This is an optimization exercise on Yosys and OpenROAD, whose aim is small area, a short achievable clock period and few clock cycles per item, not a production implementation. Where RTL was checked, it was by simulation tests only, not by an equivalence proof against the original.

==> run a <==
Design RC6encryption, start of the top module:
module RC6encryption(
	input		wire			  	inClk,
	input		wire				inReset,
	input		wire				inKeyWr,
	input		wire				inDataWr,
	input 	wire 	[127:0] 	inData,
	input		wire	[255:0] 	inKey,
	output 	wire 	[127:0] 	outData,
	output	wire				outBusy
	);
export LEC_CHECK = 0
export CAP_MARGIN = 30
export CORE_MARGIN = 2
export CORE_UTILIZATION = 50
export CTS_CLUSTER_DIAMETER = 60
export CTS_CLUSTER_SIZE = 25
export SLEW_MARGIN = 30
export SYNTH_HIERARCHICAL = 1
create_clock -name core_clock -period 20.0 [get_ports {inClk}]
standard.sh (not shown) runs the stock make flow with config.mk's settings and CLKGATE_MAP_FILE= SYNTH_SCRIPT=/design/flow/synth_recipe.tcl, a recipe that flattens the netlist after the stock synthesis.
==> flow/flow/run.sh <==
#!/bin/bash
# The standard ORFS layout (the standard.sh: unchanged synthesis and steps)
# with two knobs the settings list does not offer:
#  - the port buffers that every input and output gets are buf_2 cells.
set -euo pipefail
bash standard.sh SETUP_SLACK_MARGIN=14.45 "BUFFER_PORTS_ARGS=-buffer_cell sky130_fd_sc_hd__buf_2" finish > standard.log 2>&1
==> run b (differences from run a) <==
- CORE_UTILIZATION: 50 -> 55
- TNS_END_PERCENT: default -> 30
==> results.py <==
metrics = {
    "worst_setup_path": {
        "reg2reg_depth": 13,
        "cpPeakStageDelay_ns": 0.55,
        "crit_arrival_ns": 1.56,
    },
    "layout": {
        "antenna_cells": 8,
        "clk_share_pct": 4.76,
        "fin_area_um2": 94400,
        "final_cell_mix": "dfxtp_1 (1821), nand2_1 (659), buf_2 (515)",
    },
    "place": {
        "dpl.hpwl_um": 178000,
        "dp.cells": 9489,
        "placement.cell_area_um2": 88600,
    },
    "routing": {
        "vias_per_cell": 5.42,
        "wl_met3_um": 15400,
    },
    "status": {
        "status": "timing/DRC/antenna clean",
    },
    "grt": {
        "grt_pass1_wl_um": 343000,
    },
    "floorplanning": {
        "core.rowCount": 150,
    },
    "sta": {
        "fin_crit_ns": 5.56,
    },
}
(the above is from run a)
==> results.py <==
metrics = {
    "status": {
        "status": "timing/DRC/antenna clean",
    },
    "routing": {
        "wl_met3_um": 15900,
        "vias_per_cell": 5.54,
    },
    "place": {
        "dpl.hpwl_um": 171000,
    },
    "layout": {
        "fin_area_um2": 93300,
        "final_cell_mix": "dfxtp_1 (1816), nand2_1 (659), buf_2 (516)",
        "antenna_cells": 4,
    },
    "floorplanning": {
        "core.rowCount": 143,
    },
}
(the above is from run b)
Testbench counts of run a, summed over its fixed seeds: cycles 42,560, items 320.
Testbench counts of run b, summed over its fixed seeds: cycles 42,560, items 320.

* * *

==> run F: inputs <==
==> flow/design.v <==
module RC6dynamicRotFun(
    input   wire    [4:0]   inRotValue,
    input   wire    [31:0]  inData,
    output  wire    [31:0]  outData
    );
wire [31:0] r0 = inRotValue[0] ? {inData[30:0], inData[31]} : inData;
wire [31:0] r1 = inRotValue[1] ? {r0[29:0], r0[31:30]} : r0;
wire [31:0] r2 = inRotValue[2] ? {r1[27:0], r1[31:28]} : r1;
wire [31:0] r3 = inRotValue[3] ? {r2[23:0], r2[31:24]} : r2;
assign outData = inRotValue[4] ? {r3[15:0], r3[31:16]} : r3;
endmodule
module RC6keyExpansion #(parameter W = 32) (
    input   wire    [W-1:0]  inA,
    input   wire    [W-1:0]  inB,
    output  wire    [W-1:0]  outSum0,
    output  wire    [W-1:0]  outSum1
    );
wire [W-1:0] p = inA ^ inB;
wire [W-1:0] g0 = inA & inB;
wire [W-1:0] p0 = p;
wire [W-1:0] g1, p1, g2, p2, g3, p3, g4, p4, g5, p5;
genvar i;
generate
    for (i = 0; i < W; i = i + 1) begin : g_ks
        if (i >= 1) begin : g_l1
            assign g1[i] = g0[i] | (p0[i] & g0[i-1]);
            assign p1[i] = p0[i] & p0[i-1];
        end else begin : g_l1n
            assign g1[i] = g0[i];
            assign p1[i] = p0[i];
        end
        if (i >= 2) begin : g_l2
            assign g2[i] = g1[i] | (p1[i] & g1[i-2]);
            assign p2[i] = p1[i] & p1[i-2];
        end else begin : g_l2n
            assign g2[i] = g1[i];
            assign p2[i] = p1[i];
        end
        if (i >= 4) begin : g_l3
            assign g3[i] = g2[i] | (p2[i] & g2[i-4]);
            assign p3[i] = p2[i] & p2[i-4];
        end else begin : g_l3n
            assign g3[i] = g2[i];
            assign p3[i] = p2[i];
        end
        if (i >= 8) begin : g_l4
            assign g4[i] = g3[i] | (p3[i] & g3[i-8]);
            assign p4[i] = p3[i] & p3[i-8];
        end else begin : g_l4n
            assign g4[i] = g3[i];
            assign p4[i] = p3[i];
        end
        if (i >= 16) begin : g_l5
            assign g5[i] = g4[i] | (p4[i] & g4[i-16]);
            assign p5[i] = p4[i] & p4[i-16];
        end else begin : g_l5n
            assign g5[i] = g4[i];
            assign p5[i] = p4[i];
        end
    end
endgenerate
assign outSum0 = p ^ {g5[W-2:0], 1'b0};
assign outSum1 = p ^ {g5[W-2:0] | p5[W-2:0], 1'b1};
endmodule
module RC6keyReg #(parameter W = 29) (
    input   wire    [W-1:0]  inA,
    input   wire    [W-1:0]  inB,
    output  wire             outCarry
    );
wire [W-1:0] g0 = inA & inB;
wire [W-1:0] p0 = inA ^ inB;
wire [W-1:0] g1, p1, g2, p2, g3, p3, g4, p4, g5;
genvar i;
generate
    for (i = 0; i < W; i = i + 1) begin : g_ks
        if (i >= 1) begin : g_l1
            assign g1[i] = g0[i] | (p0[i] & g0[i-1]);
            assign p1[i] = p0[i] & p0[i-1];
        end else begin : g_l1n
            assign g1[i] = g0[i];
            assign p1[i] = p0[i];
        end
        if (i >= 2) begin : g_l2
            assign g2[i] = g1[i] | (p1[i] & g1[i-2]);
            assign p2[i] = p1[i] & p1[i-2];
        end else begin : g_l2n
            assign g2[i] = g1[i];
            assign p2[i] = p1[i];
        end
        if (i >= 4) begin : g_l3
            assign g3[i] = g2[i] | (p2[i] & g2[i-4]);
            assign p3[i] = p2[i] & p2[i-4];
        end else begin : g_l3n
            assign g3[i] = g2[i];
            assign p3[i] = p2[i];
        end
        if (i >= 8) begin : g_l4
            assign g4[i] = g3[i] | (p3[i] & g3[i-8]);
            assign p4[i] = p3[i] & p3[i-8];
        end else begin : g_l4n
            assign g4[i] = g3[i];
            assign p4[i] = p3[i];
        end
        if (i >= 16) begin : g_l5
            assign g5[i] = g4[i] | (p4[i] & g4[i-16]);
        end else begin : g_l5n
            assign g5[i] = g4[i];
        end
    end
endgenerate
assign outCarry = g5[W-1];
endmodule
module RC6control #(parameter W = 1) (
    input   wire            inSel,
    input   wire    [W-1:0] inData0,
    input   wire    [W-1:0] inData1,
    output  wire    [W-1:0] outData
    );
assign outData = inSel ? inData1 : inData0;
endmodule
module RC6round(
    input  wire [31:0] inData,
    output wire [31:0] outData
    );
wire [31:0] rows [0:15];
wire [31:0] diag;
genvar i, k;
generate
    for (k = 0; k < 32; k = k + 1) begin : g_diag
        if (k % 2 == 1) begin : g_odd
            assign diag[k] = inData[(k - 1) / 2];
        end else begin : g_even
            assign diag[k] = 1'b0;
        end
    end
    for (i = 0; i < 15; i = i + 1) begin : g_rows
        for (k = 0; k < 32; k = k + 1) begin : g_bits
            if (k >= 2 * i + 3) begin : g_pp
                assign rows[i][k] = inData[i] & inData[k - i - 2];
            end else begin : g_zero
                assign rows[i][k] = 1'b0;
            end
        end
    end
endgenerate
assign rows[15] = 32'd0;
wire [31:0] sum = inData + diag + rows[0] + rows[1] + rows[2] + rows[3] + rows[4] + rows[5] + rows[6]
                + rows[7] + rows[8] + rows[9] + rows[10] + rows[11] + rows[12] + rows[13] + rows[14];
assign outData = {sum[26:0], sum[31:27]};
endmodule
module RC6encryption(
	input		wire			  	inClk,
	input		wire				inReset,
	input		wire				inKeyWr,
	input		wire				inDataWr,
	input 	wire 	[127:0] 	inData,
	input		wire	[255:0] 	inKey,
	output 	wire 	[127:0] 	outData,
	output	wire				outBusy
	);
localparam [31:0] P32 = 32'hB7E15163;
localparam [31:0] Q32 = 32'h9E3779B9;
function [31:0] bswap(input [31:0] x);
	bswap = {x[7:0], x[15:8], x[23:16], x[31:24]};
endfunction
function [31:0] rotl3(input [31:0] x);
	rotl3 = {x[28:0], x[31:29]};
endfunction
reg			busy;
reg	[7:0]	cnt;
reg			pass1n;		 
reg			loadD;		 
reg			stepY;		 
reg			pre;		 
reg			post;		 
reg			noTU;		 
wire		last = (cnt == 8'd131);
wire	[7:0]	cntn = cnt + 8'd1;
wire		run = busy && !inReset && !last;	 
always @(posedge inClk) begin
	if (inReset)
		busy <= 1'b0;
	else if (!busy)
		busy <= inKeyWr & inDataWr;
	else if (last)
		busy <= 1'b0;
	cnt		<= run ? cntn : 8'd0;
	pass1n	<= run ? (cntn < 8'd43) : 1'b1;
	loadD	<= run && (cntn == 8'd1);
	stepY	<= run && (((cntn >= 8'd90) && !cntn[0]) || (cntn == 8'd131));
	pre		<= run && (cntn == 8'd90);
	post	<= run && (cntn == 8'd131);
	noTU	<= run && ((cntn == 8'd90) || (cntn == 8'd131));
end
assign outBusy = busy;
reg	[31:0]	sr [0:42];	 
reg	[31:0]	lr [0:7];	 
reg	[31:0]	pc;			 
reg	[31:0]	SA;			 
reg	[31:0]	Br;			 
wire	[31:0]	x = SA;
wire	[31:0]	y = Br;
wire	[31:0]	L = lr[0];
wire	[28:0]	lo = x[28:0] + y[28:0];
wire			c29;
RC6keyReg #(.W(29)) _c29(.inA(x[28:0]), .inB(y[28:0]), .outCarry(c29));
wire	[2:0]		hi0 = x[31:29] + y[31:29];
wire	[2:0]		hi1 = hi0 + 3'd1;
wire	[3:0]		w = {1'b0, L[2:0]} + {1'b0, y[2:0]};
wire	[3:0]		wl0 = {1'b0, w[2:0]} + {1'b0, hi0};
wire	[3:0]		wl1 = {1'b0, w[2:0]} + {1'b0, hi1};
wire	[3:0]		wl;
RC6control #(.W(4)) _mwl(.inSel(c29), .inData0(wl0), .inData1(wl1), .outData(wl));
wire	[28:0]	b1 = L[31:3], b2 = y[31:3], b3 = x[28:0], b4 = y[28:0];
wire	[28:0]	bh = b1 ^ b2 ^ b3;
wire	[28:0]	bk = {((b1[27:0] & b2[27:0]) | (b1[27:0] & b3[27:0]) | (b2[27:0] & b3[27:0])), w[3]};
wire	[28:0]	bu = bh ^ bk ^ b4;
wire	[28:0]	bv = {((bh[27:0] & bk[27:0]) | (bh[27:0] & b4[27:0]) | (bk[27:0] & b4[27:0])), 1'b0};
wire	[28:0]	bs0, bs1;
RC6keyExpansion #(.W(29)) _addB(.inA(bu), .inB(bv), .outSum0(bs0), .outSum1(bs1));
wire	[28:0]	bs;
RC6control #(.W(29)) _mbs(.inSel(wl[3]), .inData0(bs0), .inData1(bs1), .outData(bs));
wire	[31:0]	s2 = {bs, wl[2:0]};
wire	[4:0]		rk0 = {lo[1:0], hi0} + y[4:0];
wire	[4:0]		rk1 = {lo[1:0], hi1} + y[4:0];
wire	[4:0]		rk;
RC6control #(.W(5)) _mrk(.inSel(c29), .inData0(rk0), .inData1(rk1), .outData(rk));
wire	[31:0]	Bn;
RC6dynamicRotFun _rotB(.inRotValue(rk), .inData(s2), .outData(Bn));
wire	[31:0]	Snext = pass1n ? pc : sr[0];
wire	[3:0]		ql0 = {1'b0, Snext[2:0]} + {1'b0, hi0};
wire	[3:0]		ql1 = {1'b0, Snext[2:0]} + {1'b0, hi1};
wire	[3:0]		ql;
RC6control #(.W(4)) _mql(.inSel(c29), .inData0(ql0), .inData1(ql1), .outData(ql));
wire	[28:0]	q1 = Snext[31:3], q2 = x[28:0], q3 = y[28:0];
wire	[28:0]	qh = q1 ^ q2 ^ q3;
wire	[28:0]	qk = {((q1[27:0] & q2[27:0]) | (q1[27:0] & q3[27:0]) | (q2[27:0] & q3[27:0])), 1'b0};
wire	[28:0]	qs0, qs1;
RC6keyExpansion #(.W(29)) _addA(.inA(qh), .inB(qk), .outSum0(qs0), .outSum1(qs1));
wire	[28:0]	qs;
RC6control #(.W(29)) _mqs(.inSel(ql[3]), .inData0(qs0), .inData1(qs1), .outData(qs));
wire	[31:0]	SAn = {qs, ql[2:0]};
wire	[31:0]	An = {lo[28:0], c29 ? hi1 : hi0};
integer n;
always @(posedge inClk) begin
	for (n = 0; n < 42; n = n + 1)
		sr[n] <= sr[n + 1];
	sr[42] <= busy ? An : inData[127:96];
	if (!busy) begin
		sr[41] <= inData[95:64];
		sr[40] <= inData[63:32];
		sr[39] <= inData[31:0];
	end
	for (n = 0; n < 7; n = n + 1)
		lr[n] <= busy ? lr[n + 1] : bswap(inKey[255 - 32 * n -: 32]);
	lr[7] <= busy ? Bn : bswap(inKey[31:0]);
	pc <= busy ? pc + Q32 : P32 + Q32;
	SA <= busy ? SAn : P32;
	Br <= busy ? Bn : 32'd0;
end
reg	[31:0]	d0, d1, d2, d3;	 
reg	[31:0]	d1s, d3s;			 
reg	[31:0]	T, U;
wire	[31:0]	ft, fu;
RC6round _fB(.inData(d1s), .outData(ft));
RC6round _fD(.inData(d3s), .outData(fu));
wire	[31:0]	Te = noTU ? 32'd0 : T;
wire	[31:0]	Ue = noTU ? 32'd0 : U;
wire	[31:0]	K0 = noTU ? sr[42] : sr[41];
wire	[31:0]	K2 = pre ? sr[41] : (post ? An : sr[42]);
wire	[31:0]	r0, r2;
RC6dynamicRotFun _rot0(.inRotValue(Ue[4:0]), .inData(d0 ^ Te), .outData(r0));
RC6dynamicRotFun _rot2(.inRotValue(Te[4:0]), .inData(d2 ^ Ue), .outData(r2));
wire	[31:0]	a0 = r0 + K0;
wire	[31:0]	a2 = r2 + K2;
always @(posedge inClk) begin
	T <= ft;
	U <= fu;
	d1s <= a2;
	d3s <= a0;
	if (loadD) begin
		d0 <= sr[38];
		d1 <= sr[41];
		d2 <= sr[40];
		d3 <= sr[39];
	end else if (stepY) begin
		d0 <= d1;
		d1 <= a2;
		d2 <= d3;
		d3 <= a0;
	end
end
assign outData = {bswap(d3), bswap(d0), bswap(d1), bswap(d2)};
endmodule
==> flow/flow/run.sh <==
#!/bin/bash
set -euo pipefail
bash standard.sh SETUP_SLACK_MARGIN=14 finish > standard.log 2>&1
==> flow/standard.sh <==
#!/bin/bash
# synth_recipe.tcl (not shown) runs the flow's synth.tcl, then flattens the netlist and writes it again
# the make line also repeats each setting of config.mk as NAME=value (left out here)
make -C /OpenROAD-flow-scripts/flow DESIGN_CONFIG=/design/flow/config.mk WORK_HOME=/design/flow/orfs CLKGATE_MAP_FILE= SYNTH_SCRIPT=/design/flow/synth_recipe.tcl "${@:-finish}"
==> flow/config.mk <==
export PLATFORM = sky130hd
export DESIGN_NAME = RC6encryption
export DESIGN_NICKNAME = RC6encryption
export VERILOG_FILES = /design/flow/design.v
export SDC_FILE = /design/flow/constraint.sdc
export NUM_CORES = 4
export LEC_CHECK = 0
export CAP_MARGIN = 30
export CORE_MARGIN = 2
export CORE_UTILIZATION = 40
export SLEW_MARGIN = 30
export SYNTH_HIERARCHICAL = 1
==> flow/constraint.sdc <==
create_clock -name core_clock -period 20.0 [get_ports {inClk}]
set_input_delay 4.0000 -clock core_clock [delete_from_list [all_inputs] [get_ports {inClk}]]
set_output_delay 4.0000 -clock core_clock [all_outputs]
set_load 0.01 [all_outputs]
==> run C: changes against run F <==
--- a/flow/design.v
+++ b/flow/design.v
@@ -174,6 +174,7 @@
 reg			pre;		 
 reg			post;		 
 reg			noTU;		 
+reg			zS;			 
 wire		last = (cnt == 8'd131);
 wire	[7:0]	cntn = cnt + 8'd1;
 wire		run = busy && !inReset && !last;	 
@@ -191,6 +192,7 @@
 	pre		<= run && (cntn == 8'd90);
 	post	<= run && (cntn == 8'd131);
 	noTU	<= run && ((cntn == 8'd90) || (cntn == 8'd131));
+	zS		<= run && ((cntn == 8'd88) || (cntn == 8'd129));
 end
 assign outBusy = busy;
 reg	[31:0]	sr [0:42];	 
@@ -264,20 +266,18 @@
 wire	[31:0]	ft, fu;
 RC6round _fB(.inData(d1s), .outData(ft));
 RC6round _fD(.inData(d3s), .outData(fu));
-wire	[31:0]	Te = noTU ? 32'd0 : T;
-wire	[31:0]	Ue = noTU ? 32'd0 : U;
 wire	[31:0]	K0 = noTU ? sr[42] : sr[41];
 wire	[31:0]	K2 = pre ? sr[41] : (post ? An : sr[42]);
 wire	[31:0]	r0, r2;
-RC6dynamicRotFun _rot0(.inRotValue(Ue[4:0]), .inData(d0 ^ Te), .outData(r0));
-RC6dynamicRotFun _rot2(.inRotValue(Te[4:0]), .inData(d2 ^ Ue), .outData(r2));
+RC6dynamicRotFun _rot0(.inRotValue(U[4:0]), .inData(d0 ^ T), .outData(r0));
+RC6dynamicRotFun _rot2(.inRotValue(T[4:0]), .inData(d2 ^ U), .outData(r2));
 wire	[31:0]	a0 = r0 + K0;
 wire	[31:0]	a2 = r2 + K2;
 always @(posedge inClk) begin
 	T <= ft;
 	U <= fu;
-	d1s <= a2;
-	d3s <= a0;
+	d1s <= zS ? 32'd0 : a2;
+	d3s <= zS ? 32'd0 : a0;
 	if (loadD) begin
 		d0 <= sr[38];
 		d1 <= sr[41];
==> flow/flow/run.sh (replaced) <==
#!/bin/bash
set -euo pipefail
bash standard.sh SETUP_SLACK_MARGIN=15 finish > standard.log 2>&1
==> summary.txt <==
DP Wirelength: 203 mm
DRT iter0 DRCs: 4030
Via Count: 53900
max_slew headroom: 24.4%
dpl ws: 13600 ps
Compound-Gate Fraction of Synth Area: 5.77%
fin crit share: 29.8%
FF-to-FF path depth: 19
outcome: finished clean
NonClk Buf Share: 6.28%
multi-input gates: 4181
Worst Hold Launch: sr[27][1]
That was run F.
==> summary.txt <==
fin crit share: 28.0%
Die ar.: 219000 um2
multi-input gates: 4219
NonClk Buf Share: 8.29%
Worst Hold Launch: sr[15][8]
max_slew headroom: 29.1%
Finish-stage setup viols: 0
outcome: finished clean
Compound-Gate Fraction of Synth Area: 6.08%
Via Count: 56300
dpl ws: 13770 ps
That was run C.
Testbench counts of run F, summed over its fixed seeds: cycles 42,560, items 320.
Function not checked in run C: the RTL went through the layout flow alone.

-- static timing again, ports no longer ideal --
The results above use ideal ports. As a check the final layouts listed here were re-extracted and re-timed, cells and wires unchanged.
Step 1 (the two cells are an assumption about what drives the block):
set clk [get_ports {inClk}]
set_driving_cell -lib_cell sky130_fd_sc_hd__clkbuf_16 $clk
set_driving_cell -lib_cell sky130_fd_sc_hd__buf_2 [delete_from_list [all_inputs] $clk]
Step 2 also shifts input and output timing later by t, the mid clock arrival at the registers, as if the neighbouring blocks saw the same clock.
a / b / c = ideal ports / drivers / drivers and shift; a / b = the first two.
run	t (ns)	slack for setup (ns)	cell pins on the clock port's net
run a	0.879	14.442 / 14.361 / 13.769	1
run b	0.840	14.314 / 14.232 / 13.739	1
run F	0.941	14.050 / 13.963 / 13.899	1
run C	0.910	14.397 / 14.315 / 14.403	1
After both steps setup and hold are still met in every run listed. For run a, which loses most, drivers alone change the setup slack by -0.081 ns; drivers and shift together by -0.673 ns.
